This is an optimization exercise on Yosys and OpenROAD, whose aim is small area and a short achievable clock period, not a production implementation.
Function was checked by simulation only, so behaviour that the tests miss may differ from the original.

Setup of oak:
// booth2multiplier
module booth2multiplier #(
    parameter bit_width = 32
    )(
    input wire [bit_width-1:0] A,    
    input wire [bit_width-1:0] B,    
    input wire clk, reset_n,
    output wire [2*bit_width-1:0] OUT
);
clock: 13.0 ns
lec_check: 0
cap_margin: 20
core_margin: 2
core_utilization: 55
setup_slack_margin: 4.3
slew_margin: 20
synth_hierarchical: 1
standard.sh (not shown) runs the stock make flow with config.mk's settings and CLKGATE_MAP_FILE= SYNTH_SCRIPT=/design/flow/synth_recipe.tcl, a recipe that flattens the netlist after the stock synthesis.
==> flow/flow/run.sh <==
#!/bin/bash
# The standard layout (the standard.sh, all ORFS steps from synthesis to
# finish), except that the port buffers placed before global placement are
# sky130_fd_sc_hd__buf_1 cells instead of the default delay-buffer cell; the
# resizer upsizes them where timing needs it.  Full output in flow_standard.log.
set -euo pipefail
bash standard.sh "BUFFER_PORTS_ARGS=-buffer_cell sky130_fd_sc_hd__buf_1" finish > flow_standard.log 2>&1
oak closes out successfully: all stages finished, all timing, DRC and antenna checks passed.
Edits applied to the flow inputs when going from oak to pine:
Settings: SETUP_SLACK_MARGIN now 4.6, was 4.3; CORE_UTILIZATION now 45, was 55.
Notes after the runs:
Delta (pine minus oak): final worst setup slack rose 0.24 ns, proportion of final cell area spent on non-clock buffers rose 2.1 points, sequential share of layout area fell 0.26 points. Summary: highest attainable clock frequency, pine better than oak. Worst setup path endpoint = ff_out[61]$_DFF_P_: pine; worst setup path endpoint = ff_out[57]$_DFF_P_: oak.
Edits applied to the flow inputs when going from pine to birch:
Settings: changing SETUP_SLACK_MARGIN from 4.6 to 4.0.
Notes after the runs:
- From birch to pine, number of DRC violations after detailed routing did not move at all.
- Compared with pine, cell area in birch decreased by a little under 10%.
- birch gives more sequential portion of the cell area than pine did.
- Compared with pine, birch shows a upper clock frequency limit that is about 6% lower.
- No stage failed in birch, and the final checks on the layout all came back clean.
- Per the comparison of birch with pine, routed wire length on met3 has increased, via count has decreased.
- Looking at share of post-route cells with drive strength above 1 across birch and pine, the one that comes out higher is pine.
- As far as overall die width goes, pine and birch are indistinguishable; the numbers are identical.

== run M ==
Another version of the RTL of booth2multiplier (not shown whole).
Size in the first run: roughly 130 I/O pins, roughly 0.024 sq mm of cells after synthesis.
Settings: LEC_CHECK=0, CAP_MARGIN=20, CORE_MARGIN=2, CORE_UTILIZATION=45, SETUP_SLACK_MARGIN=5, SLEW_MARGIN=20, SYNTH_HIERARCHICAL=1; clock period 13.0 ns.
run.sh (not shown) runs the stock make flow with config.mk's settings and CLKGATE_MAP_FILE= SYNTH_SCRIPT=/design/flow/synth_recipe.tcl, a recipe that flattens the netlist after the stock synthesis.
Stock flow here: none of the scripts above is used.
Having completed the whole flow, run M delivered a layout that passed the timing, DRC and antenna checks.
Here is what was changed in the inputs of run K compared with run M.
Settings: a change of SETUP_SLACK_MARGIN from 5 to 4.
==> comparison <==
[run K] via count fell about 2.5% relative to run M. Against run M, run K comes in 3.1 points lower on worst-case headroom to the max-slew limit. Between run K and run M, it is run K whose worst hold slack is higher, by 0.23 ns.

Another version of the RTL of booth2multiplier (not shown whole).
For scale: ~2600 cells after synthesis, roughly 64 flip-flops, ~130 I/O pins, ~0.024 mm2 of cells after synthesis.
make LEC_CHECK=0 CAP_MARGIN=20 CORE_MARGIN=2 CORE_UTILIZATION=60 SETUP_SLACK_MARGIN=4.3 SLEW_MARGIN=20 SYNTH_HIERARCHICAL=1 finish   # period 13.0 ns
The starting point went through all stages and came out clean.
Next try:
Settings changed: CORE_UTILIZATION 60 to 45, SETUP_SLACK_MARGIN 4.3 to 3.8.
Non-clock buffer count is lower by 113.
Area after synthesis does not change.
Global-route usage is lower by 7.6 points.
Via count is lower by a few percent.
Clock-buffer cell count is higher by 2.
Hold slack improves by 0.26 ns.
Cell area is lower by a few percent.
Next try:
==> flow/flow/run.sh (new file) <==
#!/bin/bash
# The standard layout (the standard.sh, all ORFS steps from synthesis to
# finish), except that the port buffers placed before global placement are
# sky130_fd_sc_hd__buf_1 cells instead of the default delay-buffer cell; the
# resizer upsizes them where timing needs it.  Full output in flow_standard.log.
set -euo pipefail
bash standard.sh "BUFFER_PORTS_ARGS=-buffer_cell sky130_fd_sc_hd__buf_1" finish > flow_standard.log 2>&1
==> flow/standard.sh (new file) <==
#!/bin/bash
# synth_recipe.tcl (not shown) runs the flow's synth.tcl, then flattens the netlist and writes it again
# the make line also repeats each setting of config.mk as NAME=value (left out here)
make -C /OpenROAD-flow-scripts/flow DESIGN_CONFIG=/design/flow/config.mk WORK_HOME=/design/flow/orfs CLKGATE_MAP_FILE= SYNTH_SCRIPT=/design/flow/synth_recipe.tcl "${@:-finish}"
Settings changed: SETUP_SLACK_MARGIN 3.8 to 5.
removed: flow/run.sh
After rerunning: Final area came out higher by 13%. Worst hold slack gets worse by 0.37 ns. Worst setup slack improved by 1.2 ns. Global-route usage is lower by 1.0 points. Utilization is higher by 6.8 points. Maximum frequency went up by 15%.

Another version of the RTL of booth2multiplier (not shown whole).
For scale: about 2,400 cells after synthesis, roughly 64 flip-flops, ~130 I/O pins, roughly 23,000 sq um of cells after synthesis.
// booth2multiplier
module booth2multiplier #(
    parameter bit_width = 32
    )(
    input wire [bit_width-1:0] A,    
    input wire [bit_width-1:0] B,    
    input wire clk, reset_n,
    output wire [2*bit_width-1:0] OUT
);
wire n1;
g_nand2 u_n1 (.a(A[0]), .b(reset_n), .y(n1));
wire n2;
g_nand2 u_n2 (.a(A[1]), .b(reset_n), .y(n2));
wire n3;
g_nand2 u_n3 (.a(A[2]), .b(reset_n), .y(n3));
wire n4;
g_nand2 u_n4 (.a(A[3]), .b(reset_n), .y(n4));
wire n5;
g_nand2 u_n5 (.a(A[4]), .b(reset_n), .y(n5));
wire n6;
g_nand2 u_n6 (.a(A[5]), .b(reset_n), .y(n6));
wire n7;
g_nand2 u_n7 (.a(A[6]), .b(reset_n), .y(n7));
wire n8;
g_nand2 u_n8 (.a(A[7]), .b(reset_n), .y(n8));
wire n9;
g_nand2 u_n9 (.a(A[8]), .b(reset_n), .y(n9));
wire n10;
g_nand2 u_n10 (.a(A[9]), .b(reset_n), .y(n10));
wire n11;
g_nand2 u_n11 (.a(A[10]), .b(reset_n), .y(n11));
wire n12;
g_nand2 u_n12 (.a(A[11]), .b(reset_n), .y(n12));
wire n13;
g_nand2 u_n13 (.a(A[12]), .b(reset_n), .y(n13));
wire n14;
g_nand2 u_n14 (.a(A[13]), .b(reset_n), .y(n14));
wire n15;
g_nand2 u_n15 (.a(A[14]), .b(reset_n), .y(n15));
wire n16;
g_nand2 u_n16 (.a(A[15]), .b(reset_n), .y(n16));
wire n17;
g_nand2 u_n17 (.a(A[16]), .b(reset_n), .y(n17));
wire n18;
g_nand2 u_n18 (.a(A[17]), .b(reset_n), .y(n18));
wire n19;
g_nand2 u_n19 (.a(A[18]), .b(reset_n), .y(n19));
wire n20;
g_nand2 u_n20 (.a(A[19]), .b(reset_n), .y(n20));
wire n21;
g_nand2 u_n21 (.a(A[20]), .b(reset_n), .y(n21));
wire n22;
g_nand2 u_n22 (.a(A[21]), .b(reset_n), .y(n22));
wire n23;
g_nand2 u_n23 (.a(A[22]), .b(reset_n), .y(n23));
wire n24;
g_nand2 u_n24 (.a(A[23]), .b(reset_n), .y(n24));
wire n25;
g_nand2 u_n25 (.a(A[24]), .b(reset_n), .y(n25));
wire n26;
g_nand2 u_n26 (.a(A[25]), .b(reset_n), .y(n26));
wire n27;
g_nand2 u_n27 (.a(A[26]), .b(reset_n), .y(n27));
wire n28;
g_nand2 u_n28 (.a(A[27]), .b(reset_n), .y(n28));
wire n29;
g_nand2 u_n29 (.a(A[28]), .b(reset_n), .y(n29));
wire n30;
g_nand2 u_n30 (.a(A[29]), .b(reset_n), .y(n30));
wire n31;
g_nand2 u_n31 (.a(A[30]), .b(reset_n), .y(n31));
wire n32;
g_nand2 u_n32 (.a(A[31]), .b(reset_n), .y(n32));
wire n33;
  ...
export LEC_CHECK = 0
export CAP_MARGIN = 20
export CORE_MARGIN = 2
export CORE_UTILIZATION = 45
export SETUP_SLACK_MARGIN = 4.3
export SLEW_MARGIN = 20
export SYNTH_HIERARCHICAL = 1
create_clock -name core_clock -period 13.0 [get_ports {clk}]
standard.sh (not shown) runs the stock make flow with config.mk's settings and CLKGATE_MAP_FILE= SYNTH_SCRIPT=/design/flow/synth_recipe.tcl, a recipe that flattens the netlist after the stock synthesis.
==> flow/flow/run.sh <==
#!/bin/bash
# The standard layout (the standard.sh, all ORFS steps from synthesis to
# finish), except that the port buffers placed before global placement are
# sky130_fd_sc_hd__buf_1 cells instead of the default delay-buffer cell; the
# resizer upsizes them where timing needs it.  Full output in flow_standard.log.
set -euo pipefail
bash standard.sh "BUFFER_PORTS_ARGS=-buffer_cell sky130_fd_sc_hd__buf_1" finish > flow_standard.log 2>&1
Change:
- SETUP_SLACK_MARGIN: 4.3 -> 4.6
The changed run finished with timing, DRC and antenna clean.
Setup slack is better by 0.27 ns.
Global-route usage went up by 0.67 points.
Via count went up slightly.

booth2multiplier with an RTL version that a note above also has.
For scale: about 2600 cells after synthesis.
make LEC_CHECK=0 CAP_MARGIN=20 CORE_MARGIN=2 CORE_UTILIZATION=45 SLEW_MARGIN=20 SYNTH_HIERARCHICAL=1 finish   # period 13.0 ns
run.sh (not shown) runs the stock make flow with config.mk's settings and CLKGATE_MAP_FILE= SYNTH_SCRIPT=/design/flow/synth_recipe.tcl, a recipe that flattens the netlist after the stock synthesis.
Stock flow here: none of the scripts above is used.
The first run finished with timing, DRC and antenna clean.
Then changed:
SETUP_SLACK_MARGIN = 4.3   (was default)
Outcome: Final cell count rises by 3.6%. Worst setup slack is better by 1.9 ns. Synthesized cell count stays the same. Die area does not change.
Then changed:
==> flow/flow/run.sh (new file) <==
#!/bin/bash
# The standard layout (the standard.sh, all ORFS steps from synthesis to
# finish), except that the port buffers placed before global placement are
# sky130_fd_sc_hd__buf_1 cells instead of the default delay-buffer cell; the
# resizer upsizes them where timing needs it.  Full output in flow_standard.log.
set -euo pipefail
bash standard.sh "BUFFER_PORTS_ARGS=-buffer_cell sky130_fd_sc_hd__buf_1" finish > flow_standard.log 2>&1
==> flow/standard.sh (new file) <==
#!/bin/bash
# synth_recipe.tcl (not shown) runs the flow's synth.tcl, then flattens the netlist and writes it again
# the make line also repeats each setting of config.mk as NAME=value (left out here)
make -C /OpenROAD-flow-scripts/flow DESIGN_CONFIG=/design/flow/config.mk WORK_HOME=/design/flow/orfs CLKGATE_MAP_FILE= SYNTH_SCRIPT=/design/flow/synth_recipe.tcl "${@:-finish}"
removed: flow/run.sh
Effect: The changed run ran to the end with no violations; die area stays the same; global-route usage went down by 0.88 points; wire length went down by 3.3%; design area is lower by 7.3%; non-clock buffer count fell by 108; worst hold slack is worse by 0.11 ns.
Then changed:
SETUP_SLACK_MARGIN = 4.0   (was 4.3)
The changed run finished with timing, DRC and antenna clean.
Clock-buffer cell count is unchanged.
Utilization falls by 0.68 points.
Routed wire length barely changes.
Cell area fell by 1.3%.
Final cell count hardly moves.
Setup slack gets worse by 0.18 ns.
First-iteration DRC count is about the same.

==> afterwards: timing with drivers on the ports <==
Ports are ideal in the flow. The routed layouts listed here were re-timed in OpenROAD.
Step 1, drivers: a clkbuf_16 drives clk and a buf_2 each remaining input, both assumed.
Step 2 times the ports against the registers' clock, not the clock port: input delays grow and output delays shrink by t, the midpoint of the rising clock arrivals with the driver on.
Slacks: ideal / step 1 / step 2; pairs: ideal / step 1.
run	shift t [ns]	slack for setup (ns)	latest minus earliest clock arrival (ns)	worst slew at a driven data input, ns	cell pins on the clock port's net
oak	0.458	4.554 / 4.568 / 4.111	0.033 / 0.033	0.10	1
pine	0.454	4.791 / 4.794 / 4.341	0.026 / 0.025	0.09	1
birch	0.460	4.250 / 4.282 / 3.822	0.032 / 0.032	0.12	1
run M	0.482	3.990 / 3.903 / 3.420	0.023 / 0.023	0.25	1
run K	0.449	3.813 / 3.796 / 3.347	0.008 / 0.007	0.18	1
the first run of note 3	0.416	4.334 / 4.361 / 3.944	0.022 / 0.021	0.05	1
the second run of note 3	0.436	3.914 / 3.942 / 3.506	0.018 / 0.018	0.09	1
the third run of note 3	0.433	5.094 / 5.119 / 4.686	0.010 / 0.010	0.06	1
the first run of note 4	0.453	4.484 / 4.526 / 4.074	0.015 / 0.015	0.09	1
the second run of note 4	0.449	4.752 / 4.790 / 4.342	0.014 / 0.013	0.10	1
the first run of note 5	0.435	2.445 / 2.435 / 2.000	0.019 / 0.018	0.09	1
the second run of note 5	0.436	4.300 / 4.330 / 3.894	0.018 / 0.018	0.08	1
the third run of note 5	0.443	4.312 / 4.344 / 3.901	0.033 / 0.033	0.09	1
the fourth run of note 5	0.444	4.130 / 4.154 / 3.711	0.036 / 0.035	0.09	1
After both steps setup and hold are still met in every run listed. For run M, which loses most, drivers alone change the setup slack by -0.087 ns; drivers and shift together by -0.570 ns.
